This is an optimization exercise on Yosys and OpenROAD, whose aim is small area, not a production implementation. Function was checked by simulation only, so behaviour that the tests miss may differ from the original. Power is estimated from default activity; no workload was simulated.

`flow/design.v`:
```
`timescale 1ns / 10ps
module sap1_top (
    input  wire        clk,
    input  wire        btnC,
    input  wire        btnR,
    input  wire        btnL,
    input  wire [15:0] sw,
    output wire        sclk,
    output wire        mosi,
    output wire        cs_n,
    output wire [6:0]  seg,
    output wire [3:0]  an,
    output wire [15:0] led
);
  localparam [2:0] IDLE = 3'd0, SELECT_PROG = 3'd1, INPUT_A = 3'd2, INPUT_B = 3'd3,
                   WRITE_RAM = 3'd4, EXECUTE = 3'd5, WRITE_WAIT = 3'd6;
  reg [3:0] rcnt;
  always @(posedge clk)
    if (btnC) rcnt <= 4'b0111;
    else rcnt <= {rcnt[2:0], rcnt[3] & rcnt[2]};
  wire rst = (rcnt != 4'd0);
  reg [5:0] q;
  reg       run;
  always @(posedge clk)
    if (rst) begin
      q   <= 6'd15;
      run <= 1'b0;
    end else begin
      q <= q + 6'd1;
      if (q[4:0] == 5'd14) run <= 1'b1;
    end
  wire       halt;
  wire       tick     = run & ~halt;
  wire       pe       = tick & (q[4:0] == 5'd15);
  wire       ne       = tick & (q[4:0] == 5'd31);
  wire       spi_evt  = tick & (q[4:0] == 5'd20);
  wire       sap1_clk = tick & (q[4] ^ (q[3:0] == 4'd15));
  localparam [15:0] BT_FB = 16'd61583;
  reg       rl, ll;
  reg [3:0] rr, lr;
  reg       rs, ls, rf, lf, rlat, llat;
  reg [1:0] rsy, lsy;
  always @(posedge clk)
    if (rst) begin
      rl <= 1'b0; rr <= 4'd15; rs <= 1'b0; rf <= 1'b0; rlat <= 1'b0; rsy <= 2'b00;
      ll <= 1'b0; lr <= 4'd15; ls <= 1'b0; lf <= 1'b0; llat <= 1'b0; lsy <= 2'b00;
    end else begin
      rl <= btnR;
      rr <= (btnR != rl) ? 4'b1110 : {rr[2:0], BT_FB[rr]};
      if (rr == 4'd15) rs <= rl;
      rf <= rs & ~rf;
      if (rs & ~rf) rlat <= 1'b1;
      else if (rsy[1]) rlat <= 1'b0;
      if (pe) rsy <= {rsy[0], rlat};
      ll <= btnL;
      lr <= (btnL != ll) ? 4'b1110 : {lr[2:0], BT_FB[lr]};
      if (lr == 4'd15) ls <= ll;
      lf <= ls & ~lf;
      if (ls & ~lf) llat <= 1'b1;
      else if (lsy[1]) llat <= 1'b0;
      if (pe) lsy <= {lsy[0], llat};
    end
  wire bR = rsy[1] & ~rsy[0];
  wire bL = lsy[1] & ~lsy[0];
  localparam [15:0] SW_FB = 16'd35059;
  wire [15:0] sst;
  genvar gi;
  generate
    for (gi = 0; gi < 16; gi = gi + 1) begin : g_sw
      if (gi < 8 || gi > 12) begin : g_used
        reg       sy, st;
        reg [4:0] c;
        wire      fb = SW_FB[{c[4], c[3], c[2], c[0]}];
        always @(posedge clk)
          if (rst) begin
            sy <= 1'b0;
            c  <= 5'b00001;
            st <= 1'b0;
          end else begin
            sy <= sw[gi];
            c  <= (sw[gi] != sy) ? 5'b00000 : {c[3:0], fb};
            if (&c) st <= sy;
          end
        assign sst[gi] = st;
      end else begin : g_unused
        assign sst[gi] = 1'b0;
      end
    end
  endgenerate
  reg [2:0] ist;
  reg       wen;
  reg       psng;
  reg [3:0] song;    
  reg [7:0] inA;
  wire      ex = (ist == EXECUTE);
  wire      snap_ld;
  wire      wr_last;
  always @(posedge clk)
    if (rst) begin
      ist <= IDLE;
      wen <= 1'b0;
    end else if (pe) begin
      case (ist)
        IDLE: if (bR) ist <= SELECT_PROG;
        SELECT_PROG: begin
          if (bR) begin
            if (sst[13]) begin
              ist  <= WRITE_RAM;
              wen  <= 1'b1;
            end else begin
              ist  <= INPUT_A;
            end
          end
          if (bL) ist <= IDLE;
        end
        INPUT_A: begin
          if (bR) ist <= INPUT_B;
          if (bL) ist <= SELECT_PROG;
        end
        INPUT_B: begin
          if (bR) begin
            ist <= WRITE_RAM;
            wen <= 1'b1;
          end
          if (bL) ist <= INPUT_A;
        end
        WRITE_RAM: begin
          if (wr_last) begin
            wen <= 1'b0;
            ist <= EXECUTE;
          end else begin
            wen <= 1'b1;
            ist <= WRITE_WAIT;
          end
        end
        WRITE_WAIT: begin
          wen <= 1'b0;
          ist <= WRITE_RAM;
        end
        EXECUTE: begin
          if (!halt && bL) begin
            ist <= IDLE;
            wen <= 1'b0;
          end
        end
        default: begin
          ist <= IDLE;
          wen <= 1'b0;
        end
      endcase
    end
  always @(posedge clk)
    if (cv) inA <= {cv_t[2:0], cv_u[3], cv_u[2:0], cv_b};
    else if (pe) begin
      if (ist == INPUT_A && bR) inA <= sst[7:0];
      if ((ist == SELECT_PROG && bR && sst[13]) || (ist == INPUT_B && bR)) inA[2:0] <= 3'd0;
      if (ist == WRITE_RAM) inA[2:0] <= inA[2:0] + 3'd1;
    end
  assign wr_last = (inA[2:0] == (psng ? 3'd2 : 3'd7));
  always @(posedge clk)
    if (cv) song[2:0] <= {cv_h[1:0], cv_t[3]};
    else if (pe) begin
      if (ist == SELECT_PROG && bR) begin
        psng <= sst[13];
        if (sst[13]) song <= sst[5:2];
        else song[0] <= (sst[15:14] == 2'b10);
      end
    end
  reg [2:0] cst;    
  reg [2:0] pc;
  reg       irk;
  reg [3:0] irn;
  wire [1:0] opc = irk ? 2'b11 : irn[1:0];                  
  wire [3:0] opr = irk ? irn : {irn[3], irn[3], irn[3], irn[2]};   
  reg [7:0] ra, rb;
  reg [8:0] acc;
  reg       udf;
  wire op_lda = ~irk & (irn[1:0] == 2'd0);
  wire op_add = ~irk & (irn[1:0] == 2'd1);
  wire op_sub = ~irk & (irn[1:0] == 2'd2) & irn[3];
  wire op_sng = irk;
  wire op_hlt = ~irk & (irn[1:0] == 2'd3);
  wire op_as  = op_add | op_sub;
  assign halt = ex & (cst == 3'd3) & op_hlt;
  wire ir_load  = ex & (cst == 3'd2);
  wire a_load   = ex & (cst == 3'd4) & op_lda;
  wire b_load   = ex & (cst == 3'd4) & op_as;
  wire acc_load = ex & (cst == 3'd5) & op_as;
  wire sng_en   = ex & (cst == 3'd3) & op_sng;
  reg [4:0] ins;
  always @(*) begin
    case (pc)
      3'd1:    ins = psng ? {1'b1, song} : 5'b01100;
      3'd2:    ins = psng ? 5'b00011 : (song[0] ? 5'b01010 : 5'b01001);
      3'd3:    ins = 5'b00010;
      3'd4:    ins = 5'b10000;
      default: ins = 5'b00011;
    endcase
  end
  reg        cy;
  wire       alu_w = q[4] & ~q[3];
  wire       a_i   = ra[q[2:0]];
  wire       b_i   = rb[q[2:0]];
  wire       x_i   = udf ? b_i : a_i;
  wire       y_i   = (udf ? a_i : b_i) ^ op_sub;
  wire       s_i   = x_i ^ y_i ^ cy;
  wire       c_o   = (x_i & y_i) | (x_i & cy) | (y_i & cy);
  wire       lt_i  = (~a_i & b_i) | (~(a_i ^ b_i) & cy & (q[2:0] != 3'd0));
  wire       alu_s = alu_w & (cst == 3'd5) & op_as;
  always @(posedge clk)
    if (pe && cst == 3'd5) cy <= op_sub;
    else if (alu_w && cst == 3'd4) cy <= lt_i;
    else if (alu_s) cy <= c_o;
  wire       pre_halt = ex & (cst == 3'd2) & op_hlt;
  wire       cv  = pre_halt & q[4] & (~q[3] | (q[2:0] == 3'd0));
  wire       cv0 = (q[3:0] == 4'd0);
  wire [3:0] cv_u = cv0 ? 4'd0 : add3(inA[3:0]);
  wire [3:0] cv_t = cv0 ? 4'd0 : add3(inA[7:4]);
  wire [2:0] cv_h = cv0 ? 3'd0 : song[2:0];
  wire [7:0] acc_r = {acc[1], acc[2], acc[3], acc[4], acc[5], acc[6], acc[7], acc[8]};
  wire       cv_b = q[3] ? acc[0] : acc_r[q[2:0]];
  always @(posedge clk)
    if (rst) cst <= 3'd0;
    else if (ne && ex) cst <= (cst == 3'd5) ? 3'd0 : cst + 3'd1;
  always @(posedge clk)
    if (rst) begin
      pc <= 3'd0; irk <= 1'b0; irn <= 4'd0;
      acc <= 9'd0; udf <= 1'b0;
    end else if (pe && ex) begin
      case (cst)
        3'd1: pc <= pc + 3'd1;
        3'd2: begin
          irk <= ins[4];
          irn <= ins[3:0];
        end
        3'd5: if (op_as) udf <= op_sub & cy;
        default: ;
      endcase
    end else if (alu_s) begin
      acc[q[2:0]] <= s_i;
      if (q[2:0] == 3'd7) acc[8] <= ~op_sub & c_o;
    end
  wire a_pend = (pc == 3'd0) |
                ((pc == 3'd1) & ((cst == 3'd1) | (((cst == 3'd2) | (cst == 3'd3)) & op_lda)));
  wire b_pend = (pc[2:1] == 2'd0) |
                ((pc == 3'd2) & ((cst == 3'd1) | (((cst == 3'd2) | (cst == 3'd3)) & op_as)));
  wire commit_ab = pe & (ist == INPUT_B) & bR & ~bL;
  wire fetch_w = pe & ex & (cst == 3'd2);
  always @(posedge clk)
    if (commit_ab && a_pend) ra <= inA;
    else if (fetch_w && pc == 3'd1 && psng) ra <= 8'd0;
  always @(posedge clk)
    if (commit_ab && b_pend) rb <= sst[7:0];
    else if (fetch_w && pc == 3'd2 && psng) rb <= 8'd0;
  reg [5:0]  bc;     
  reg        sck;
  reg [10:0] snap;
  wire [2:0] s_pc  = snap[9:7];
  wire [2:0] s_cst = snap[2:0];
  wire       s_a   = (s_pc >= 3'd2) | ((s_pc == 3'd1) & ((s_cst == 3'd0) | (s_cst >= 3'd4)));
  wire       s_b   = (s_pc >= 3'd3) | ((s_pc == 3'd2) & ((s_cst == 3'd0) | (s_cst >= 3'd4)));
  wire       s_c   = (s_pc >= 3'd3) | ((s_pc == 3'd2) & ((s_cst == 3'd0) | (s_cst == 3'd5)));
  wire       sending = ~&bc;
  assign snap_ld = ~sending & (q[4:2] == 3'b110);
  wire [39:0] word = {ra & {8{s_a}}, rb & {8{s_b}}, acc[7:0] & {8{s_c}},
                      snap[10], 1'b0, udf & s_c, 1'b0,
                      1'b0, snap[9:7], 1'b0, snap[6:0]};
  always @(posedge clk)
    if (snap_ld)
      snap <= {sng_en, pc, opr, cst};
  always @(posedge clk)
    if (rst) begin
      bc   <= 6'd63;
      sck  <= 1'b0;
    end else begin
      if (!sending) begin
        if (spi_evt && ex) bc <= 6'd40;
      end else if (!q[0]) begin
        sck <= ~sck;
        if (!sck) bc <= bc - 6'd1;
      end
    end
  assign sclk = sck;
  assign cs_n = ~sending;
  reg mo;
  always @(*) begin
    case (bc[5:3])
      3'd4: mo = s_a & ra[bc[2:0]];
      3'd3: mo = s_b & rb[bc[2:0]];
      3'd2: mo = s_c & acc[bc[2:0]];
      3'd1: mo = word[{3'd1, bc[2:0]}];
      3'd0: mo = word[{3'd0, bc[2:0]}];
      default: mo = 1'b0;
    endcase
  end
  assign mosi = mo;
  localparam [6:0] SEG_I = 7'b0110000, SEG_D = 7'b1011110, SEG_L = 7'b0111000,
                   SEG_E = 7'b1111001, SEG_S = 7'b1101101, SEG_A = 7'b1110111,
                   SEG_B = 7'b1111100, SEG_X = 7'b1110110, SEG_C = 7'b0111001,
                   SEG_MINUS = 7'b1000000, SEG_OFF = 7'b0000000;
  function [6:0] seg7;
    input [3:0] d;
    begin
      case (d)
        4'h0: seg7 = 7'b0111111;
        4'h1: seg7 = 7'b0000110;
        4'h2: seg7 = 7'b1011011;
        4'h3: seg7 = 7'b1001111;
        4'h4: seg7 = 7'b1100110;
        4'h5: seg7 = 7'b1101101;
        4'h6: seg7 = 7'b1111101;
        4'h7: seg7 = 7'b0000111;
        4'h8: seg7 = 7'b1111111;
        default: seg7 = 7'b1101111;
      endcase
    end
  endfunction
  function [3:0] add3;
    input [3:0] d;
    begin
      case (d)
        4'd5: add3 = 4'd8;
        4'd6: add3 = 4'd9;
        4'd7: add3 = 4'd10;
        4'd8: add3 = 4'd11;
        4'd9: add3 = 4'd12;
        default: add3 = d;
      endcase
    end
  endfunction
  wire [10:0] bcd = {song[2:0], inA};
  wire        ge100 = (bcd[10:8] != 3'd0);
  wire        ge10  = ge100 | (bcd[7:4] != 4'd0);
  reg  [1:0] dsp;
  reg  [2:0] mode;
  always @(posedge clk) begin
    dsp  <= q[5:4];
    mode <= rst ? 3'd4 : halt ? 3'd7 : ist;
  end
  wire [3:0] nib = dsp[1] ? {1'b0, bcd[10:8]} : dsp[0] ? bcd[7:4] : bcd[3:0];
  wire [6:0] num = seg7(nib);
  wire       shown = (dsp == 2'd0) | ((dsp == 2'd1) & (udf | ge10)) | ((dsp == 2'd2) & (udf | ge100));
  reg  [6:0] dig;
  always @(*) begin
    case (mode)
      IDLE:        dig = (dsp == 2'd3) ? SEG_I : (dsp == 2'd2) ? SEG_D : (dsp == 2'd1) ? SEG_L : SEG_E;
      SELECT_PROG: dig = (dsp == 2'd3) ? SEG_S : (dsp == 2'd2) ? SEG_E : (dsp == 2'd1) ? SEG_L : SEG_OFF;
      INPUT_A:     dig = (dsp == 2'd0) ? SEG_A : SEG_OFF;
      INPUT_B:     dig = (dsp == 2'd0) ? SEG_B : SEG_OFF;
      EXECUTE:     dig = (dsp == 2'd3) ? SEG_E : (dsp == 2'd2) ? SEG_X : (dsp == 2'd1) ? SEG_E : SEG_C;
      3'd7:        dig = shown ? num : ((dsp == 2'd3) & udf) ? SEG_MINUS : SEG_OFF;
      default:     dig = SEG_OFF;
    endcase
  end
  assign seg = ~dig;
  assign an = ~(4'b0001 << dsp);
  assign led = {2'b00, 1'b0, ir_load, opc[1:0], ex, bR, acc_load, a_load, b_load,
                wen, halt, sap1_clk, ist[1:0]};
endmodule
```
`flow/flow/run.sh`:
```
#!/bin/bash
# Standard layout with these changes: synthesis maps the logic with an
# area-oriented abc script (flow/area.abc) and without the adder-cell step
# (registers are untouched), the ports are buffered with the smallest
# buffer, and the clock tree is built from mid-size buffers without dummy
# loads.
set -euo pipefail
export MY_ABC_SCRIPT="$PWD/flow/area.abc"
bash standard.sh SYNTH_SCRIPT="$PWD/flow/synth.tcl" ADDER_MAP_FILE= \
  BUFFER_PORTS_ARGS="-buffer_cell sky130_fd_sc_hd__buf_1" \
  CTS_ARGS="-sink_clustering_enable -repair_clock_nets -buf_list sky130_fd_sc_hd__clkbuf_8 -sink_clustering_size 16 -sink_clustering_max_diameter 60 -dont_use_dummy_load" \
  finish > make_flow.log 2>&1
```
`flow/flow/area.abc`:
```
&get -n
&st
&syn3
&dch -f
&put
amap
topo
dnsize -c
```
`flow/flow/synth.tcl`:
```
proc synth {args} { yosys synth -nofsm -noshare {*}$args }
proc abc {args} {
  if {[info exists ::env(MY_ABC_SCRIPT)]} {
    set i [lsearch -exact $args -script]
    if {$i >= 0} { lset args [expr {$i + 1}] $::env(MY_ABC_SCRIPT) }
  }
  yosys abc {*}$args
}
source $::env(SCRIPTS_DIR)/synth.tcl
# left out here: clear keep_hierarchy, flatten, clean up, hide names made inside functions, write 1_2_yosys.v
```
`flow/standard.sh`:
```
#!/bin/bash
# synth_recipe.tcl (not shown) runs the flow's synth.tcl, then flattens the netlist and writes it again
# the make line also repeats each setting of config.mk as NAME=value (left out here)
make -C /OpenROAD-flow-scripts/flow DESIGN_CONFIG=/design/flow/config.mk WORK_HOME=/design/flow/orfs CLKGATE_MAP_FILE= SYNTH_SCRIPT=/design/flow/synth_recipe.tcl "${@:-finish}"
```
`flow/config.mk`:
```
export PLATFORM = sky130hd
export DESIGN_NAME = sap1_top
export DESIGN_NICKNAME = sap1_top
export VERILOG_FILES = /design/flow/design.v
export SDC_FILE = /design/flow/constraint.sdc
export NUM_CORES = 4
export LEC_CHECK = 0
export CAP_MARGIN = 20
export CORE_MARGIN = 2
export CORE_UTILIZATION = 40
export CTS_BUF_LIST = sky130_fd_sc_hd__clkbuf_8
export CTS_CLUSTER_DIAMETER = 60
export CTS_CLUSTER_SIZE = 12
export SLEW_MARGIN = 20
```
`flow/constraint.sdc`:
```
create_clock -name core_clock -period 15.0 [get_ports {clk}]
set_input_delay 3.0000 -clock core_clock [delete_from_list [all_inputs] [get_ports {clk}]]
set_output_delay 3.0000 -clock core_clock [all_outputs]
set_load 0.01 [all_outputs]
```
==> flow_metrics.py, run 1 <==
metrics = {
    "pwr": {
        "total_leakage_power_nw": 2.87,
        "peakVddDrop_mv": 0.0738,
        "powerDensity_nw_per_um2": 88.2,
    },
    "yosys": {
        "syn_inst": 941,
        "ys_warn_count": 1,
        "synthArstFlopShare_pct": 0,
        "synth_area_leaders": "dfxtp_1, edfxtp_1, nor2_1, clkinv_1, o21ai_0",
        "yosysSeqAreaShare_pct": 51.7,
        "synth_area_um2": 7990,
        "syn_avg_cell_area_um2": 8.49,
        "ys_ff_latch": 186,
        "synth_enable_flop_cells": 41,
        "yosysTopAreaCell": "dfxtp_1",
        "synth.distinct_cells": 47,
        "synth_flop_cell": "dfxtp_1",
        "synth.top_cell.area_share_pct": 36.3,
    },
    "cts": {
        "clockRootBuffer": "clkbuf_8",
        "htree_num_levels": 4,
        "cts_tree": "built",
        "cts_resized": 0,
        "cts_setup_buffers": 0,
        "cts_sinks": 186,
        "numCtsBuffers": 17,
        "path_clk_slew_ns": 0.07,
        "clock_latency_ns": 0.45,
        "holdBufCountCts": 0,
        "clockBufferDepth": 2,
    },
    "critical_path": {
        "cp_data_required_time_ns": 12.00,
        "endpoint_kind": "output pin",
        "rrSetupSlack_ns": 10.67,
        "critPathMaxStageDelay_ns": 0.50,
        "crit_slowest_cell": "dfxtp_1",
        "crit_type": "register to output pin",
        "cp_data_arrival_time_ns": 3.32,
        "critPathMaxFanout": 9,
        "crit_chain": "clkinv_1 > nor2_1 > clkinv_1 > o22ai_1 > a21oi_1 > clkinv_1 > nor2_1 > o41ai_1 > o21ai_0 > a221oi_1 > nor2_1 > o21ai_0 > buf_1",
        "cp-start-kind": "register",
    },
    "sta": {
        "relSlewSlack_pct": 28.0,
        "hold_viol_final": 0,
        "rsz0062_at_grt": "false",
        "tightest_slew_ns": 1.07,
        "slew_violations": 0,
        "fin_crit_ns": 6.32,
        "min_period_over_period_pct": 42.1,
        "max_freq_ghz": 0.158,
        "setup_viol_count_final": 0,
        "fin_skew_ns": 0.0281,
        "setup_tns_ns": 0,
    },
    "min_path": {
        "hp-class": "register to register",
    },
    "layout": {
        "stdcell_area_um2": 8670,
        "most-common-layout-cells": "nor2_1, dfxtp_1, clkinv_1",
        "area_growth_pct": 8.58,
        "diodes": 0,
        "mostFrequentLayoutCell": "nor2_1",
        "final_nets": 1015,
        "drive_above_1_share_pct": 2.52,
    },
    "global_routing": {
        "grt_use_total_pct": 18.1,
        "grt_max_degree": 50,
        "antenna_found_initial": 0,
        "overflow": 0,
        "grt_pass1_wl_um": 31200,
        "grt_pass1_vias": 6293,
    },
    "routing": {
        "avgViaCountPerCell": 5.31,
        "routed_wl_um": 18500,
        "drtIter0Drc": 540,
        "num_vias": 6676,
        "antenna_left": 0,
        "drc": 0,
        "drt-pass1-iter-count": 6,
        "routedWlPerCell_um": 14.7,
    },
    "die": {
        "core-area_um2": 19500,
        "rows": 51,
        "die_w_um": 145,
        "dieArea_um2": 21100,
        "fp.dieH_um": 145,
        "start_util_pct": 40.9,
        "num_io_pins": 50,
    },
    "run": {
        "cap_violations": 0,
    },
    "outcome": {
        "status": "finished clean",
    },
    "placement": {
        "dp_hpwl_um": 13400,
        "gp_congestion": 0.889,
        "dpl_cell_area_um2": 8430,
        "port-buffer-count": 41,
    },
}
-- stage by stage --
stage          hold WS (ns)  utilization [%]  instances  worst slack [ns]  total power [mW]
2_1_floorplan         0.352                -        943              8.34             0.524
3_3_place_gp          0.367             43.2       1240              9.16             0.526
3_5_place_dp          0.365             43.2       1240              9.19             0.526
4_1_cts               0.378             44.4       1257              8.68             0.776
5_1_grt               0.394             44.4       1258              8.26             0.794
6_report              0.383             44.4       1258              8.68             0.765
-- path summary, 6_finish.rpt --
check | from | end | cells after the start
setup / recovery | dsp[0] | seg[6] | 13
hold / removal | q[5] | dsp[1] | 0
setup reg to reg | ist[0] | rb[4] | 12
hold reg to reg | q[5] | dsp[1] | 0
-- routing by layer --
metal	global-route usage (%)	wire [um]
met1	24.4	8730
met2	27.9	8140
met3	4.53	1100
met4	6.86	484
met5	0	0
-- final cells by class --
type                    instances  area, um^2
multi-input cells             632        3360
repair buffers                 47         196
flip-flops and latches        186        4130
fillers                      1995       10900
inverters                     111         417
well taps                     265         332
clock buffers                  17         234
-- power breakdown --
group          leakage [nW]  switching [mW]  internal, mW  total (mW)
combinational          1.15         0.00310       0.00165     0.00475
clock                 0.122           0.150         0.100       0.251
sequential             1.59        0.000527         0.509       0.510
total                  2.87           0.154         0.611       0.765
-- flip-flops by register name (all words and copies together) (netlist names), 8 cells and up --
name	count
rb	8
acc	9
g_sw.g_used.sy	11
snap	11
ra	8
g_sw.g_used.c	55
g_sw.g_used.st	11
inA	8
-- cells in the mapped netlist (14+ instances only) --
cell	count
buf_4	14
dfxtp_1	145
nand2_1	58
nand3_1	18
edfxtp_1	41
o211ai_1	14
a21oi_1	55
o22ai_1	29
nor3_1	19
nor2b_1	36
a211oi_1	21
o21ai_0	78
clkinv_1	111
nor2_1	183
-- logic make-up after synthesis --
| family | synth area share, % |
|---|---|
| and+or+nand+nor | 19.6 |
| buffers and inverters | 6.53 |
| DFF | 51.7 |
| other | 0.0469 |
| AOI/OAI and AO/OA | 22.1 |
-- worst max-delay path: cells and delay by family (launching register included) --
family / cells / cell delay [ns]
and+or+nand+nor: 3 / 0.40
DFF: 1 / 0.50
buffers and inverters: 4 / 0.69
AOI/OAI and AO/OA: 6 / 1.30
==> inputs of run 2 (changes only) <==
--- a/flow/flow/run.sh
+++ b/flow/flow/run.sh
@@ -9,4 +9,4 @@
 bash standard.sh SYNTH_SCRIPT="$PWD/flow/synth.tcl" ADDER_MAP_FILE= \
   BUFFER_PORTS_ARGS="-buffer_cell sky130_fd_sc_hd__buf_1" \
-  CTS_ARGS="-sink_clustering_enable -repair_clock_nets -buf_list sky130_fd_sc_hd__clkbuf_8 -sink_clustering_size 16 -sink_clustering_max_diameter 60 -dont_use_dummy_load" \
+  CTS_ARGS="-sink_clustering_enable -repair_clock_nets -buf_list \"sky130_fd_sc_hd__clkbuf_4 sky130_fd_sc_hd__clkbuf_8\" -dont_use_dummy_load" \
   finish > make_flow.log 2>&1
==> flow_metrics.py, run 2 <==
metrics = {
    "die": {
        "rows": 51,
        "start_util_pct": 40.9,
        "fp.dieH_um": 145,
        "die_w_um": 145,
        "num_io_pins": 50,
    },
    "yosys": {
        "syn_inst": 941,
        "yosysTopAreaCell": "dfxtp_1",
        "ys_warn_count": 1,
        "synthArstFlopShare_pct": 0,
        "synth_flop_cell": "dfxtp_1",
        "synth_area_um2": 7990,
        "synth_area_leaders": "dfxtp_1, edfxtp_1, nor2_1, clkinv_1, o21ai_0",
        "synth_enable_flop_cells": 41,
        "synth.distinct_cells": 47,
        "synth.top_cell.area_share_pct": 36.3,
        "syn_avg_cell_area_um2": 8.49,
        "ys_ff_latch": 186,
        "yosysMostFrequentCell": "nor2_1",
        "synthTopCellsByCount": "nor2_1, dfxtp_1, clkinv_1",
        "yosysSeqAreaShare_pct": 51.7,
    },
    "placement": {
        "dpl_cell_area_um2": 8430,
        "port-buffer-count": 41,
        "dp_hpwl_um": 13400,
        "gp_congestion": 0.889,
    },
    "outcome": {
        "error": "[ERROR STA-0564] clock_tree_synthesis positional arguments not supported.",
        "haltStage": "clock tree synthesis",
        "status": "aborted with a tool error",
    },
}
run 2: worst max path at each step:
| stage | from | to | slack, ns | cells after the start |
|---|---|---|---|---|
| global placement | dsp[1] | seg[6] | 9.16 | 9 |
| detailed placement | dsp[0] | seg[6] | 9.19 | 13 |
| floorplan | rcnt[0] | ist[2] | 8.34 | 4 |
run 2: logic make-up after synthesis:
logic type	synth area share (%)
AO/OA/AOI/OAI	22.1
buffers and inverters	6.53
flip-flops	51.7
other	0.0469
AND/OR/NAND/NOR	19.6
run 2: power groups by stage:
stage	logic (mW)	registers [mW]	clock network (mW)
floorplan	0.00328	0.521	0
global placement	0.00472	0.521	0
detailed placement	0.00477	0.521	0
run 2: per-stage QoR:
| step | cells | total power [mW] | setup WS [ns] | util [%] | hold WS [ns] |
|---|---|---|---|---|---|
| 2_1_floorplan | 943 | 0.524 | 8.34 | - | 0.352 |
| 3_3_place_gp | 1240 | 0.526 | 9.16 | 43.2 | 0.367 |
| 3_5_place_dp | 1240 | 0.526 | 9.19 | 43.2 | 0.365 |
==> inputs of run 3 (changes only) <==
--- a/flow/design.v
+++ b/flow/design.v
@@ -150,21 +150,4 @@
       endcase
     end
-  always @(posedge clk)
-    if (cv) inA <= {cv_t[2:0], cv_u[3], cv_u[2:0], cv_b};
-    else if (pe) begin
-      if (ist == INPUT_A && bR) inA <= sst[7:0];
-      if ((ist == SELECT_PROG && bR && sst[13]) || (ist == INPUT_B && bR)) inA[2:0] <= 3'd0;
-      if (ist == WRITE_RAM) inA[2:0] <= inA[2:0] + 3'd1;
-    end
-  assign wr_last = (inA[2:0] == (psng ? 3'd2 : 3'd7));
-  always @(posedge clk)
-    if (cv) song[2:0] <= {cv_h[1:0], cv_t[3]};
-    else if (pe) begin
-      if (ist == SELECT_PROG && bR) begin
-        psng <= sst[13];
-        if (sst[13]) song <= sst[5:2];
-        else song[0] <= (sst[15:14] == 2'b10);
-      end
-    end
   reg [2:0] cst;    
   reg [2:0] pc;
@@ -221,4 +204,21 @@
   wire       cv_b = q[3] ? acc[0] : acc_r[q[2:0]];
   always @(posedge clk)
+    if (cv) inA <= {cv_t[2:0], cv_u[3], cv_u[2:0], cv_b};
+    else if (pe) begin
+      if (ist == INPUT_A && bR) inA <= sst[7:0];
+      if ((ist == SELECT_PROG && bR && sst[13]) || (ist == INPUT_B && bR)) inA[2:0] <= 3'd0;
+      if (ist == WRITE_RAM) inA[2:0] <= inA[2:0] + 3'd1;
+    end
+  assign wr_last = (inA[2:0] == (psng ? 3'd2 : 3'd7));
+  always @(posedge clk)
+    if (cv) song[2:0] <= {cv_h[1:0], cv_t[3]};
+    else if (pe) begin
+      if (ist == SELECT_PROG && bR) begin
+        psng <= sst[13];
+        if (sst[13]) song <= sst[5:2];
+        else song[0] <= (sst[15:14] == 2'b10);
+      end
+    end
+  always @(posedge clk)
     if (rst) cst <= 3'd0;
     else if (ne && ex) cst <= (cst == 3'd5) ? 3'd0 : cst + 3'd1;
--- a/flow/flow/run.sh
+++ b/flow/flow/run.sh
@@ -9,4 +9,4 @@
 bash standard.sh SYNTH_SCRIPT="$PWD/flow/synth.tcl" ADDER_MAP_FILE= \
   BUFFER_PORTS_ARGS="-buffer_cell sky130_fd_sc_hd__buf_1" \
-  CTS_ARGS="-sink_clustering_enable -repair_clock_nets -buf_list \"sky130_fd_sc_hd__clkbuf_4 sky130_fd_sc_hd__clkbuf_8\" -dont_use_dummy_load" \
+  CTS_ARGS="-sink_clustering_enable -repair_clock_nets -buf_list sky130_fd_sc_hd__clkbuf_8 -sink_clustering_size 15 -sink_clustering_max_diameter 70 -dont_use_dummy_load" \
   finish > make_flow.log 2>&1
--- a/flow/config.mk
+++ b/flow/config.mk
@@ -8,7 +8,8 @@
 export CAP_MARGIN = 20
 export CORE_MARGIN = 2
-export CORE_UTILIZATION = 40
+export CORE_UTILIZATION = 65
 export CTS_BUF_LIST = sky130_fd_sc_hd__clkbuf_8
 export CTS_CLUSTER_DIAMETER = 60
 export CTS_CLUSTER_SIZE = 12
+export PLACE_DENSITY = 0.75
 export SLEW_MARGIN = 20
==> flow_metrics.py, run 3 <==
metrics = {
    "cts": {
        "holdBufCountCts": 0,
        "cts_sinks": 186,
        "cts_tree": "built",
        "clock_latency_ns": 0.47,
        "numCtsBuffers": 17,
        "clockBufferDepth": 2,
        "cts_resized": 0,
        "path_clk_slew_ns": 0.07,
        "htree_num_levels": 4,
        "cts_setup_buffers": 0,
        "clockRootBuffer": "clkbuf_8",
    },
    "sta": {
        "slew_violations": 0,
        "fin_crit_ns": 6.43,
        "min_period_over_period_pct": 42.9,
        "relSlewSlack_pct": 31.9,
        "setup_tns_ns": 0,
        "fin_skew_ns": 0.0319,
        "hold_ws_ns": 0.370,
        "rsz0062_at_grt": "false",
        "setup_viol_count_final": 0,
        "hold_viol_final": 0,
        "max_freq_ghz": 0.156,
        "tightest_slew_ns": 1.01,
    },
    "yosys": {
        "yosysSeqAreaShare_pct": 51.7,
        "synth.distinct_cells": 43,
        "yosysTopAreaCell": "dfxtp_1",
        "synth_flop_cell": "dfxtp_1",
        "synth_enable_flop_cells": 41,
        "synthArstFlopShare_pct": 0,
        "synth_mux_area_share_pct": 0,
        "synthSimpleGateAreaFrac_pct": 21.0,
        "synth-compound-area-share_pct": 20.9,
        "synth_fa_ha_area_share_pct": 0,
        "synthTopCellsByCount": "nor2_1, dfxtp_1, clkinv_1",
        "syn_inst": 951,
        "syn_avg_cell_area_um2": 8.41,
        "ys_warn_count": 1,
        "synth-xor-area-share_pct": 0,
        "synth_area_leaders": "dfxtp_1, edfxtp_1, nor2_1, clkinv_1, o21ai_0",
        "synth.top_cell.area_share_pct": 36.3,
        "yosysMostFrequentCell": "nor2_1",
        "ys_ff_latch": 186,
        "synth_area_um2": 8000,
        "synth_top_family_by_area": "simple AND/OR/NAND/NOR gates",
    },
    "routing": {
        "drc": 0,
        "routed_wl_um": 18900,
        "drtIter0Drc": 791,
        "antenna_left": 0,
        "num_vias": 7163,
        "drt-pass1-iter-count": 7,
        "avgViaCountPerCell": 6.24,
        "routedWlPerCell_um": 16.5,
    },
    "die": {
        "die_w_um": 115,
        "fp.dieH_um": 115,
        "num_io_pins": 50,
        "rows": 40,
        "core-area_um2": 12000,
        "start_util_pct": 66.6,
        "dieArea_um2": 13200,
    },
    "global_routing": {
        "grt_use_total_pct": 29.7,
        "grt_max_degree": 58,
        "grt_pass1_vias": 6540,
        "antenna_found_initial": 0,
        "overflow": 0,
        "grt_pass1_wl_um": 30700,
    },
    "layout": {
        "fillCellCount": 974,
        "drive_above_1_share_pct": 2.30,
        "final_nets": 1023,
        "most-common-layout-cells": "nor2_1, dfxtp_1, clkinv_1",
        "diodes": 0,
        "largest_register_ffs": 55,
        "regMostFlops": "g_sw.g_used.c",
        "multiInputGateArea_um2": 3380,
        "area_growth_pct": 6.57,
        "regArea_um2": 4130,
        "mostFrequentLayoutCell": "nor2_1",
    },
    "min_path": {
        "hold-path-cell-count": 0,
        "hp-class": "register to register",
        "worstHoldStart": "q[5]",
        "holdPathEnd": "dsp[1]",
    },
    "critical_path": {
        "cp_data_arrival_time_ns": 3.43,
        "critPathMaxFanout": 11,
        "crit_type": "register to output pin",
        "endpoint_kind": "output pin",
        "cp-start-kind": "register",
        "rrSetupSlack_ns": 10.61,
        "timing.rr.end": "rb[5]",
        "cp_data_required_time_ns": 12.00,
        "reg2reg_depth": 11,
        "r2r_start": "ist[0]",
    },
    "outcome": {
        "status": "finished clean",
    },
    "placement": {
        "port-buffer-count": 41,
        "gp_congestion": 0.990,
        "dp_hpwl_um": 13800,
    },
    "pwr": {
        "peakVddDrop_mv": 0.0996,
        "powerDensity_nw_per_um2": 89.6,
        "p_total_uw": 763,
        "total_leakage_power_nw": 2.92,
    },
    "run": {
        "cap_violations": 0,
    },
}
==> run 3: cell count changes after synthesis, sizes merged, moves of 3 or more <==
cell and delta:
nor3 +6, o22ai -3, o221ai +3, o21ai -3, nor2 +10, o22a -4, or2 +3, nand3 +5
==> run 3: cells by family after synthesis <==
family	count (synthesis)
buffers and inverters	123
AND/OR/NAND/NOR	378
flip-flops	186
AO/OA/AOI/OAI	263
other	1
==> run 3: layout make-up <==
class | count | share of cell area [%]
clock buffers | 17 | 2.75
well taps | 147 | 2.16
inverters | 109 | 4.80
flip-flops and latches | 186 | 48.5
multi-input cells | 644 | 39.6
repair buffers | 45 | 2.16
==> run 3: how the worst max path moves through the flow <==
stage,from,endpoint,depth (start not counted)
2_1_floorplan,rcnt[0],bc[4],3
3_3_place_gp,dsp[0],seg[6],13
3_5_place_dp,dsp[0],seg[6],13
4_1_cts,dsp[0],seg[6],13
5_1_grt,dsp[0],seg[6],13
6_report,dsp[0],seg[6],13
==> run 3: stage by stage <==
stage	instance area [um^2]	utilization, %	setup slack (ns)	std cells
floorplan	8000	-	8.32	953
global placement	8280	68.9	9.25	1131
detailed placement	8280	68.9	9.17	1131
CTS	8510	70.9	8.68	1148
global route	8520	70.9	8.25	1148
finish	8520	70.9	8.57	1148
==> run 3: per-layer routing <==
metal / routed length (um) / global-route usage [%]
met3: 1500 / 7.43
met1: 7700 / 36.4
met4: 597 / 12.7
met5: 0 / 0
met2: 9130 / 50.0
==> run 3: power breakdown <==
| part | switching, mW | internal [mW] | leakage, nW |
|---|---|---|---|
| clock | 0.148 | 0.100 | 0.122 |
| sequential | 0.000574 | 0.509 | 1.59 |
| combinational | 0.00315 | 0.00163 | 1.21 |
| total | 0.152 | 0.611 | 2.92 |
==> run 3: critical path: stages, from the launching register on <==
cell and delay, ns:
dfxtp_1 0.54, clkinv_1 0.26, nor2_1 0.27, clkinv_1 0.12, o22ai_1 0.12, a21oi_1 0.11
clkinv_1 0.10, nor2_1 0.06, o41ai_1 0.50, o21ai_0 0.23, a221oi_1 0.32, nor2_1 0.07
o21ai_0 0.09, buf_1 0.18
==> inputs of run 4 (changes only) <==
--- a/flow/design.v
+++ b/flow/design.v
@@ -92,5 +92,5 @@
   reg       psng;
   reg [3:0] song;    
-  reg [7:0] inA;
+  reg [2:0] wc;      
   wire      ex = (ist == EXECUTE);
   wire      snap_ld;
@@ -198,20 +198,21 @@
   wire       cv  = pre_halt & q[4] & (~q[3] | (q[2:0] == 3'd0));
   wire       cv0 = (q[3:0] == 4'd0);
-  wire [3:0] cv_u = cv0 ? 4'd0 : add3(inA[3:0]);
-  wire [3:0] cv_t = cv0 ? 4'd0 : add3(inA[7:4]);
-  wire [2:0] cv_h = cv0 ? 3'd0 : song[2:0];
+  wire [3:0] cv_u = cv0 ? 4'd0 : add3(song);
+  wire [3:0] cv_t = cv0 ? 4'd0 : add3({wc, psng});
+  wire [2:0] cv_h = cv0 ? 3'd0 : pc;
   wire [7:0] acc_r = {acc[1], acc[2], acc[3], acc[4], acc[5], acc[6], acc[7], acc[8]};
   wire       cv_b = q[3] ? acc[0] : acc_r[q[2:0]];
   always @(posedge clk)
-    if (cv) inA <= {cv_t[2:0], cv_u[3], cv_u[2:0], cv_b};
+    if (cv) wc <= cv_t[2:0];
     else if (pe) begin
-      if (ist == INPUT_A && bR) inA <= sst[7:0];
-      if ((ist == SELECT_PROG && bR && sst[13]) || (ist == INPUT_B && bR)) inA[2:0] <= 3'd0;
-      if (ist == WRITE_RAM) inA[2:0] <= inA[2:0] + 3'd1;
+      if ((ist == SELECT_PROG && bR && sst[13]) || (ist == INPUT_B && bR)) wc <= 3'd0;
+      if (ist == WRITE_RAM) wc <= wc + 3'd1;
     end
-  assign wr_last = (inA[2:0] == (psng ? 3'd2 : 3'd7));
+  assign wr_last = (wc == (psng ? 3'd2 : 3'd7));
   always @(posedge clk)
-    if (cv) song[2:0] <= {cv_h[1:0], cv_t[3]};
-    else if (pe) begin
+    if (cv) begin
+      song <= {cv_u[2:0], cv_b};
+      psng <= cv_u[3];
+    end else if (pe) begin
       if (ist == SELECT_PROG && bR) begin
         psng <= sst[13];
@@ -227,4 +228,6 @@
       pc <= 3'd0; irk <= 1'b0; irn <= 4'd0;
       acc <= 9'd0; udf <= 1'b0;
+    end else if (cv) begin
+      pc <= {cv_h[1:0], cv_t[3]};
     end else if (pe && ex) begin
       case (cst)
@@ -248,9 +251,8 @@
   wire fetch_w = pe & ex & (cst == 3'd2);
   always @(posedge clk)
-    if (commit_ab && a_pend) ra <= inA;
+    if (commit_ab && a_pend) ra <= rb;
     else if (fetch_w && pc == 3'd1 && psng) ra <= 8'd0;
   always @(posedge clk)
-    if (commit_ab && b_pend) rb <= sst[7:0];
-    else if (fetch_w && pc == 3'd2 && psng) rb <= 8'd0;
+    if ((commit_ab && b_pend) || (pe && ist == INPUT_A && bR && a_pend)) rb <= sst[7:0];
   reg [5:0]  bc;     
   reg        sck;
@@ -329,5 +331,5 @@
     end
   endfunction
-  wire [10:0] bcd = {song[2:0], inA};
+  wire [10:0] bcd = {pc, wc, psng, song};
   wire        ge100 = (bcd[10:8] != 3'd0);
   wire        ge10  = ge100 | (bcd[7:4] != 4'd0);
--- a/flow/flow/run.sh
+++ b/flow/flow/run.sh
@@ -9,4 +9,4 @@
 bash standard.sh SYNTH_SCRIPT="$PWD/flow/synth.tcl" ADDER_MAP_FILE= \
   BUFFER_PORTS_ARGS="-buffer_cell sky130_fd_sc_hd__buf_1" \
-  CTS_ARGS="-sink_clustering_enable -repair_clock_nets -buf_list sky130_fd_sc_hd__clkbuf_8 -sink_clustering_size 15 -sink_clustering_max_diameter 70 -dont_use_dummy_load" \
+  CTS_ARGS="-sink_clustering_enable -repair_clock_nets -buf_list sky130_fd_sc_hd__clkbuf_8 -sink_clustering_size 12 -sink_clustering_max_diameter 60 -dont_use_dummy_load" \
   finish > make_flow.log 2>&1
==> flow/flow/area.abc (replaced) <==
&get -n
&st
&syn3
&dch -f
&put
amap
strash
&get -n
&st
&syn3
&dch -f
&put
amap
topo
dnsize -c
==> flow_metrics.py, run 4 <==
metrics = {
    "critical_path": {
        "critPathMaxStageDelay_ns": 0.75,
        "endpoint_kind": "output pin",
        "cp_data_required_time_ns": 12.00,
        "cp-start-kind": "register",
        "crit_slowest_cell": "a222oi_1",
        "crit_type": "register to output pin",
        "crit_chain": "clkinv_1 > a222oi_1 > clkinv_1 > o21ai_0 > o21ai_0 > o21ai_0 > nor2_1 > nor3_1 > a21oi_1 > or4_1 > buf_1",
        "crit_top_cell": "o21ai_0",
        "cp_data_arrival_time_ns": 3.70,
        "critPathMaxFanout": 7,
    },
    "cts": {
        "htree_num_levels": 4,
        "path_clk_slew_ns": 0.08,
        "clock_latency_ns": 0.46,
        "holdBufCountCts": 0,
        "clockBufferDepth": 2,
        "cts_sinks": 181,
        "cts_tree": "built",
        "clockRootBuffer": "clkbuf_8",
        "cts_resized": 0,
        "cts_setup_buffers": 0,
        "numCtsBuffers": 17,
    },
    "die": {
        "rows": 40,
        "die_w_um": 114,
        "num_io_pins": 50,
        "dieArea_um2": 12900,
        "fp.dieH_um": 114,
        "start_util_pct": 65.9,
        "core-area_um2": 11900,
    },
    "min_path": {
        "hp-class": "register to register",
    },
    "global_routing": {
        "grt_max_degree": 58,
        "overflow": 0,
        "grt_pass1_wl_um": 29000,
        "grt_use_total_pct": 27.9,
        "grt_pass1_vias": 6276,
        "antenna_found_initial": 0,
    },
    "sta": {
        "tightest_slew_ns": 0.868,
        "max_freq_ghz": 0.149,
        "slew_violations": 0,
        "relSlewSlack_pct": 42.1,
        "fin_skew_ns": 0.0269,
        "rsz0062_at_grt": "false",
        "hold_ws_ns": 0.375,
        "setup_viol_count_final": 0,
        "setup_tns_ns": 0,
        "min_period_over_period_pct": 44.7,
        "fin_crit_ns": 6.70,
        "hold_viol_final": 0,
    },
    "placement": {
        "dp_hpwl_um": 12800,
        "port-buffer-count": 41,
        "dpl_cell_area_um2": 8120,
        "gp_congestion": 0.948,
    },
    "pwr": {
        "p_int_uw": 596,
        "p_sw_share_pct": 19.8,
        "power_switching_uw": 147,
        "powerDensity_nw_per_um2": 88.9,
        "p_total_uw": 743,
        "total_leakage_power_nw": 2.75,
        "peakVddDrop_mv": 0.0824,
        "seq_power_share_pct": 66.6,
        "clock_power_share_pct": 32.8,
        "p_comb_share_pct": 0.7,
    },
    "yosys": {
        "synth_enable_flop_cells": 36,
        "syn_inst": 933,
        "synth.top_cell.area_share_pct": 37.1,
        "synth_flop_cell": "dfxtp_1",
        "synthTopCellsByCount": "nor2_1, dfxtp_1, clkinv_1",
        "yosysMostFrequentCell": "nor2_1",
        "ys_ff_latch": 181,
        "synth_area_um2": 7820,
        "yosysSeqAreaShare_pct": 50.9,
        "synth.distinct_cells": 47,
        "synth_area_leaders": "dfxtp_1, edfxtp_1, nor2_1, clkinv_1, o21ai_0",
        "yosysTopAreaCell": "dfxtp_1",
        "syn_avg_cell_area_um2": 8.38,
        "ys_warn_count": 1,
        "synthArstFlopShare_pct": 0,
    },
    "routing": {
        "antenna_left": 0,
        "num_vias": 6858,
        "routed_wl_um": 17700,
        "routedWlPerCell_um": 15.6,
        "drt-pass1-iter-count": 8,
        "drtIter0Drc": 750,
        "drc": 0,
        "avgViaCountPerCell": 6.06,
    },
    "layout": {
        "diodes": 0,
        "stdcell_area_um2": 8360,
        "fillCellCount": 979,
        "mostFrequentLayoutCell": "nor2_1",
        "drive_above_1_share_pct": 2.54,
        "largest_register_ffs": 55,
        "most-common-layout-cells": "nor2_1, dfxtp_1, clkinv_1",
        "final_nets": 1007,
        "regMostFlops": "g_sw.g_used.c",
        "area_growth_pct": 6.91,
    },
    "run": {
        "cap_violations": 0,
    },
    "outcome": {
        "status": "finished clean",
    },
}
[run 4: layout make-up]
class	instances	area (um^2)	area share, %
multi-input combinational	622	3320	39.7
clock buffer	17	234	2.80
inverter	118	443	5.30
timing repair buffer	47	199	2.38
tap	147	184	2.20
sequential	181	3980	47.7
[run 4: path summary, 6_finish.rpt]
kind                            depth (start not counted)  startpoint     end  slack (ns)
worst min-delay path                                    0        q[5]  dsp[1]        0.37
worst max-delay path                                   11       pc[2]  seg[6]        8.30
worst min register to register                          0        q[5]  dsp[1]        0.37
worst max register to register                         13      ist[0]   wc[2]       10.85
[run 4: power by group through the flow]
stage / Clock, mW / Sequential [mW] / Combinational (mW)
global route: 0.266 / 0.495 / 0.00566
CTS: 0.249 / 0.495 / 0.00489
detailed placement: 0 / 0.506 / 0.00481
global placement: 0 / 0.506 / 0.00454
floorplan: 0 / 0.506 / 0.00324
finish: 0.244 / 0.495 / 0.00485
[run 4: through the flow]
step	instances	util [%]	setup slack (ns)
CTS	1132	70.4	8.39
finish	1132	70.5	8.30
global placement	1115	68.4	9.02
floorplan	935	-	8.53
global route	1132	70.5	8.03
detailed placement	1115	68.4	8.91
[run 4: worst max-delay path: cells and delay by family, from the launching register on]
family | cells | cell delay [ns]
flops | 1 | 0.49
compound gates | 5 | 1.40
buf+inv | 3 | 0.67
simple gates | 3 | 0.69
[run 4: kinds of logic (layout without fill, tap and decap cells)]
| logic type | Yosys count | after routing | synth area share, % |
|---|---|---|---|
| other cells | 1 | 3 | 0.0480 |
| flops | 181 | 181 | 50.9 |
| simple gates | 354 | 354 | 20.4 |
| buf+inv | 132 | 182 | 7.01 |
| compound gates | 265 | 265 | 21.6 |
[run 4: routing by layer]
layer | wire length [um] | GRT usage [%] | up-vias | part of all wire, %
met5 | 0 | 0 | - | 0
met4 | 399 | 10.3 | 0 | 2.3
met3 | 1150 | 5.31 | 41 | 6.5
met2 | 8360 | 45.8 | 288 | 47
met1 | 7750 | 37.1 | 3125 | 44
li1 | - | - | 3404 | -
==> inputs of run 5 (changes only) <==
==> flow/flow/area.abc (replaced) <==
&get -n
&st
&syn3
&syn3
&dch -f
&put
amap
topo
dnsize -c
==> flow_metrics.py, run 5 <==
metrics = {
    "cts": {
        "htree_num_levels": 4,
        "cts_resized": 0,
        "path_clk_slew_ns": 0.07,
        "clock_latency_ns": 0.46,
        "cts_tree": "built",
        "clockRootBuffer": "clkbuf_8",
        "numCtsBuffers": 17,
        "cts_sinks": 181,
        "holdBufCountCts": 0,
        "clockBufferDepth": 2,
        "cts_setup_buffers": 0,
    },
    "min_path": {
        "holdPathEnd": "dsp[1]",
        "worstHoldStart": "q[5]",
        "hp-class": "register to register",
        "hold-path-cell-count": 0,
    },
    "layout": {
        "regArea_um2": 3980,
        "final_cells": 1133,
        "diodes": 0,
        "stdcell_area_um2": 8340,
        "multiInputGateArea_um2": 3320,
        "drive_above_1_share_pct": 2.54,
        "final_nets": 1008,
        "mostFrequentLayoutCell": "nor2_1",
        "fillCellCount": 976,
        "area_growth_pct": 6.93,
        "final_core_utilization_pct": 70.3,
        "regMostFlops": "g_sw.g_used.c",
        "largest_register_ffs": 55,
        "most-common-layout-cells": "nor2_1, dfxtp_1, clkinv_1",
    },
    "pwr": {
        "p_comb_share_pct": 0.7,
        "seq_power_share_pct": 66.6,
        "p_int_uw": 596,
        "powerDensity_nw_per_um2": 89.0,
        "clock_power_share_pct": 32.7,
        "peakVddDrop_mv": 0.0895,
        "p_total_uw": 743,
        "total_leakage_power_nw": 2.78,
        "power_switching_uw": 147,
        "p_sw_share_pct": 19.8,
    },
    "sta": {
        "hold_ws_ns": 0.376,
        "rsz0062_at_grt": "false",
        "setup_tns_ns": 0,
        "setup_viol_count_final": 0,
        "setup_ws_ns": 8.39,
        "min_period_over_period_pct": 44.0,
        "relSlewSlack_pct": 37.9,
        "fin_crit_ns": 6.61,
        "tightest_slew_ns": 0.924,
        "max_freq_ghz": 0.151,
        "hold_viol_final": 0,
        "slew_violations": 0,
        "fin_skew_ns": 0.0320,
    },
    "die": {
        "start_util_pct": 65.8,
        "dieArea_um2": 12900,
        "core-area_um2": 11900,
        "rows": 40,
        "fp.dieH_um": 114,
        "num_io_pins": 50,
        "die_w_um": 114,
    },
    "yosys": {
        "yosysMostFrequentCell": "nor2_1",
        "synth_flop_cell": "dfxtp_1",
        "syn_avg_cell_area_um2": 8.36,
        "synth_area_um2": 7800,
        "syn_inst": 934,
        "synth_area_leaders": "dfxtp_1, edfxtp_1, nor2_1, clkinv_1, o21ai_0",
        "ys_warn_count": 1,
        "yosysSeqAreaShare_pct": 51.1,
        "synth-compound-area-share_pct": 21.1,
        "synth_fa_ha_area_share_pct": 0,
        "synthSimpleGateAreaFrac_pct": 21.0,
        "yosysTopAreaCell": "dfxtp_1",
        "synth_mux_area_share_pct": 0,
        "synth-xor-area-share_pct": 0,
        "ys_ff_latch": 181,
        "synth.top_cell.area_share_pct": 37.2,
        "synthArstFlopShare_pct": 0,
        "synth_top_family_by_area": "compound AO/OA/AOI/OAI gates",
        "synthTopCellsByCount": "nor2_1, dfxtp_1, clkinv_1",
        "synth_enable_flop_cells": 36,
        "synth.distinct_cells": 48,
    },
    "routing": {
        "drtIter0Drc": 677,
        "drt-pass1-iter-count": 5,
        "antenna_left": 0,
        "routedWlPerCell_um": 15.8,
        "num_vias": 6976,
        "drc": 0,
        "routed_wl_um": 17900,
        "avgViaCountPerCell": 6.16,
    },
    "placement": {
        "gp_congestion": 0.917,
        "port-buffer-count": 41,
        "dp.cells": 1116,
        "dpl_cell_area_um2": 8100,
        "dp_hpwl_um": 13000,
        "pre_cts_slack_ns": 8.92,
    },
    "critical_path": {
        "r2r_start": "q[0]",
        "reg2reg_depth": 10,
        "rrSetupSlack_ns": 10.79,
        "crit_top_cell": "o21ai_0",
        "critPathMaxFanout": 10,
        "timing.rr.end": "ra[0]",
        "crit_buf_inv": 2,
        "cp_top_family": "compound AO/OA/AOI/OAI gates",
        "cp-start-kind": "register",
        "crit_slowest_cell": "a222oi_1",
        "cp_data_required_time_ns": 12.00,
        "cp_data_arrival_time_ns": 3.61,
        "endpoint_kind": "output pin",
        "critPathMaxStageDelay_ns": 0.72,
        "crit_type": "register to output pin",
        "crit_chain": "nor2_1 > a222oi_1 > clkinv_1 > o21ai_0 > o21ai_0 > o21ai_0 > nor2_1 > nor3_1 > a21oi_1 > or4_1 > buf_1",
    },
    "global_routing": {
        "grt_pass1_vias": 6402,
        "grt_pass1_wl_um": 29800,
        "grt_use_total_pct": 28.6,
        "antenna_found_initial": 0,
        "grt_max_degree": 59,
        "overflow": 0,
    },
    "run": {
        "cap_violations": 0,
    },
    "outcome": {
        "status": "finished clean",
    },
}
## run 5: cell types whose count changed after synthesis, moves of 3 or more
cell / previous run / this run
nor3_1: 37 / 25
nor4_1: 3 / 6
nor2_1: 173 / 189
o21ai_0: 78 / 64
a31oi_1: 6 / 11
nor2b_1: 39 / 35
a222oi_1: 6 / 3
nand2_1: 49 / 56
clkinv_1: 118 / 114
o221ai_1: 5 / 12
a21oi_1: 57 / 61
## run 5: final cells by class
cell class	instances	area share (%)
multi-input combinational	627	39.7
inverter	114	5.13
tap	147	2.20
sequential	181	47.7
clock buffer	17	2.80
timing repair buffer	47	2.38
## run 5: worst max path at each step
| stage | from | endpoint | slack [ns] | depth (start not counted) |
|---|---|---|---|---|
| floorplan | rcnt[0] | bc[5] | 8.30 | 3 |
| global placement | dsp[1] | seg[6] | 9.11 | 11 |
| detailed placement | dsp[1] | seg[6] | 8.92 | 11 |
| CTS | dsp[1] | seg[6] | 8.43 | 11 |
| global route | pc[1] | seg[6] | 8.00 | 11 |
| finish | dsp[1] | seg[6] | 8.39 | 11 |
## run 5: kinds of logic after synthesis
group | count (synthesis)
AO/OA/AOI/OAI | 257
buffers and inverters | 128
flip-flops | 181
other | 1
AND/OR/NAND/NOR | 367
## run 5: worst reg2reg max path, stage by stage (launching register included)
cell	delay, ns
dfxtp_1	0.62
clkinv_1	0.48
nor2_1	0.29
nand2_1	0.14
nor3_1	0.77
nand3_1	0.18
nand3b_1	0.22
or3_1	0.34
or2_0	0.42
o31ai_1	0.21
buf_4	0.25
## run 5: power by group through the flow
stage          clock, mW  sequential [mW]  combinational, mW
2_1_floorplan          0            0.506            0.00334
3_3_place_gp           0            0.506            0.00462
3_5_place_dp           0            0.506            0.00494
4_1_cts            0.249            0.495            0.00497
5_1_grt            0.266            0.495            0.00571
6_report           0.243            0.495            0.00496
## run 5: per-layer routing
metal / up-vias / global-route usage [%] / part of all wire, %
met3: 40 / 6.00 / 6.9
met2: 305 / 46.0 / 47
met4: 0 / 12.6 / 2.5
met1: 3231 / 37.7 / 44
met5: - / 0 / 0
li1: 3400 / - / -
==> inputs of run 6 (changes only) <==
==> flow/flow/area.abc (replaced) <==
&get -n
&st
&syn3
&dch -f
&put
amap
topo
dnsize -c
==> flow_metrics.py, run 6 <==
metrics = {
    "placement": {
        "dp.cells": 1115,
        "port-buffer-count": 41,
        "dp_hpwl_um": 12900,
        "gp_congestion": 0.932,
    },
    "run": {
        "cap_violations": 0,
    },
    "cts": {
        "clock_latency_ns": 0.46,
        "path_clk_slew_ns": 0.08,
        "cts_setup_buffers": 0,
        "cts_resized": 0,
        "clockRootBuffer": "clkbuf_8",
        "holdBufCountCts": 0,
        "cts_tree": "built",
        "cts_sinks": 181,
        "htree_num_levels": 4,
        "numCtsBuffers": 17,
        "clockBufferDepth": 2,
    },
    "layout": {
        "area_growth_pct": 6.81,
        "drive_above_1_share_pct": 2.44,
        "multiInputGateArea_um2": 3310,
        "regMostFlops": "g_sw.g_used.c",
        "final_nets": 1007,
        "regArea_um2": 3980,
        "fillCellCount": 977,
        "final_cells": 1132,
        "most-common-layout-cells": "nor2_1, dfxtp_1, clkinv_1",
        "diodes": 0,
        "largest_register_ffs": 55,
        "mostFrequentLayoutCell": "nor2_1",
        "final_core_utilization_pct": 70.4,
    },
    "sta": {
        "rsz0062_at_grt": "false",
        "tightest_slew_ns": 1.08,
        "fin_skew_ns": 0.0369,
        "min_period_over_period_pct": 42.4,
        "slew_violations": 0,
        "hold_viol_final": 0,
        "max_freq_ghz": 0.157,
        "setup_viol_count_final": 0,
        "setup_tns_ns": 0,
        "hold_ws_ns": 0.376,
        "relSlewSlack_pct": 27.0,
        "fin_crit_ns": 6.37,
    },
    "critical_path": {
        "endpoint_kind": "output pin",
        "cp_data_arrival_time_ns": 3.37,
        "crit_slowest_cell": "a222oi_1",
        "critPathMaxFanout": 8,
        "crit_type": "register to output pin",
        "crit_chain": "clkinv_1 > a222oi_1 > clkinv_1 > nor2_1 > o41ai_1 > o21ai_0 > nor2_1 > nor3_1 > a21oi_1 > or4_1 > buf_1",
        "cp_data_required_time_ns": 12.00,
        "cp-start-kind": "register",
        "critPathMaxStageDelay_ns": 0.63,
    },
    "routing": {
        "antenna_left": 0,
        "num_vias": 6937,
        "routedWlPerCell_um": 15.9,
        "avgViaCountPerCell": 6.13,
        "drt-pass1-iter-count": 8,
        "drc": 0,
        "drtIter0Drc": 680,
        "routed_wl_um": 18000,
    },
    "die": {
        "dieArea_um2": 12900,
        "rows": 40,
        "num_io_pins": 50,
        "die_w_um": 114,
        "core-area_um2": 11900,
        "fp.dieH_um": 114,
        "start_util_pct": 65.9,
    },
    "yosys": {
        "synth_enable_flop_cells": 36,
        "synth_flop_cell": "dfxtp_1",
        "syn_avg_cell_area_um2": 8.37,
        "synthArstFlopShare_pct": 0,
        "ys_ff_latch": 181,
        "yosysMostFrequentCell": "nor2_1",
        "synth_area_leaders": "dfxtp_1, edfxtp_1, nor2_1, clkinv_1, o21ai_0",
        "syn_inst": 934,
        "yosysSeqAreaShare_pct": 50.9,
        "ys_warn_count": 1,
        "synth.distinct_cells": 43,
        "synth_area_um2": 7820,
        "yosysTopAreaCell": "dfxtp_1",
        "synth.top_cell.area_share_pct": 37.1,
        "synthTopCellsByCount": "nor2_1, dfxtp_1, clkinv_1",
    },
    "min_path": {
        "hp-class": "register to register",
    },
    "global_routing": {
        "grt_pass1_wl_um": 29700,
        "grt_use_total_pct": 28.9,
        "antenna_found_initial": 0,
        "overflow": 0,
        "grt_pass1_vias": 6429,
        "grt_max_degree": 59,
    },
    "pwr": {
        "peakVddDrop_mv": 0.0794,
        "total_leakage_power_nw": 2.76,
        "powerDensity_nw_per_um2": 89.0,
    },
    "outcome": {
        "status": "finished clean",
    },
}
-- run 6: changes by cell type after synthesis, sizes merged, moves of 3 or more --
| cell | before | now |
|---|---|---|
| a211oi | 17 | 24 |
| a21oi | 61 | 56 |
| clkinv | 114 | 119 |
| nand3 | 19 | 26 |
| nor2 | 189 | 177 |
| nor2b | 35 | 41 |
| o211ai | 12 | 16 |
| o22ai | 27 | 22 |
| o41ai | 1 | 5 |
| or2 | 12 | 9 |
-- run 6: per-stage QoR --
step / worst slack (ns) / power (mW) / cell area, um^2
finish: 8.63 / 0.744 / 8350
global route: 8.25 / 0.769 / 8350
CTS: 8.64 / 0.749 / 8350
detailed placement: 9.14 / 0.511 / 8110
global placement: 9.25 / 0.510 / 8110
floorplan: 8.29 / 0.509 / 7830
-- run 6: worst paths after layout --
path	depth (start not counted)	start	slack [ns]	to
max	11	pc[1]	8.63	seg[6]
min	0	q[5]	0.38	dsp[1]
max reg2reg	14	q[0]	10.32	ra[0]
min reg2reg	0	q[5]	0.38	dsp[1]
-- run 6: final cells by class --
| type | count | area share [%] |
|---|---|---|
| Inverter | 119 | 5.35 |
| Multi-Input combinational cell | 622 | 39.7 |
| Clock buffer | 17 | 2.80 |
| Sequential cell | 181 | 47.7 |
| Timing Repair Buffer | 46 | 2.29 |
| Tap cell | 147 | 2.20 |
-- run 6: worst max-delay path: cells and delay by family, from the launching register on --
family	cells	cell delay, ns
AO/OA/AOI/OAI	4	0.97
flip-flops	1	0.43
AND/OR/NAND/NOR	4	0.88
buffers and inverters	3	0.63
-- run 6: routing by layer --
| layer | routed length, um | GRT usage (%) | vias up |
|---|---|---|---|
| li1 | - | - | 3396 |
| met1 | 7670 | 36.1 | 3194 |
| met2 | 8480 | 47.5 | 301 |
| met3 | 1310 | 7.12 | 46 |
| met4 | 518 | 13.1 | 0 |
| met5 | 0 | 0 | - |
-- run 6: logic make-up (layout without fill, tap and decap cells) --
logic type / Yosys count / count (layout) / share of synthesized area [%]
flops: 181 / 181 / 50.9
compound gates: 253 / 253 / 21.0
buf+inv: 133 / 182 / 7.05
simple gates: 366 / 366 / 21.0
other cells: 1 / 3 / 0.0479
-- run 6: report_power, final --
group	internal, mW	switching [mW]
sequential	0.494	0.000583
combinational	0.00167	0.00318
clock	0.100	0.144

## afterwards: timing with drivers on the ports
The flow's constraints put no driver on any port. The routed layouts listed below were extracted and timed again, unchanged, in two steps.
Step 1, drivers: a clkbuf_16 drives clk and a buf_2 each remaining input, both assumed.
Step 2 times the ports against the registers' clock, not the clock port: input delays grow and output delays shrink by t, the midpoint of the rising clock arrivals with the driver on.
Slacks: no drivers / after step 1 / after step 2; pairs: no drivers / after step 1.
run	shift t [ns]	setup slack, ns	hold slack, ns	worst setup path after step 2	slew at the worst register clock pin (ns)
run 1	0.483	8.678 / 8.636 / 9.119	0.383 / 0.383 / 0.383	register to output	0.10 / 0.10
run 3	0.496	8.570 / 8.530 / 9.026	0.370 / 0.370 / 0.370	register to output	0.10 / 0.10
run 4	0.482	8.300 / 8.263 / 8.746	0.375 / 0.375 / 0.375	register to output	0.09 / 0.09
run 5	0.485	8.395 / 8.359 / 8.844	0.376 / 0.376 / 0.376	register to output	0.10 / 0.10
run 6	0.477	8.633 / 8.596 / 9.073	0.376 / 0.376 / 0.376	register to output	0.10 / 0.10
After both steps setup and hold are still met in every run listed.
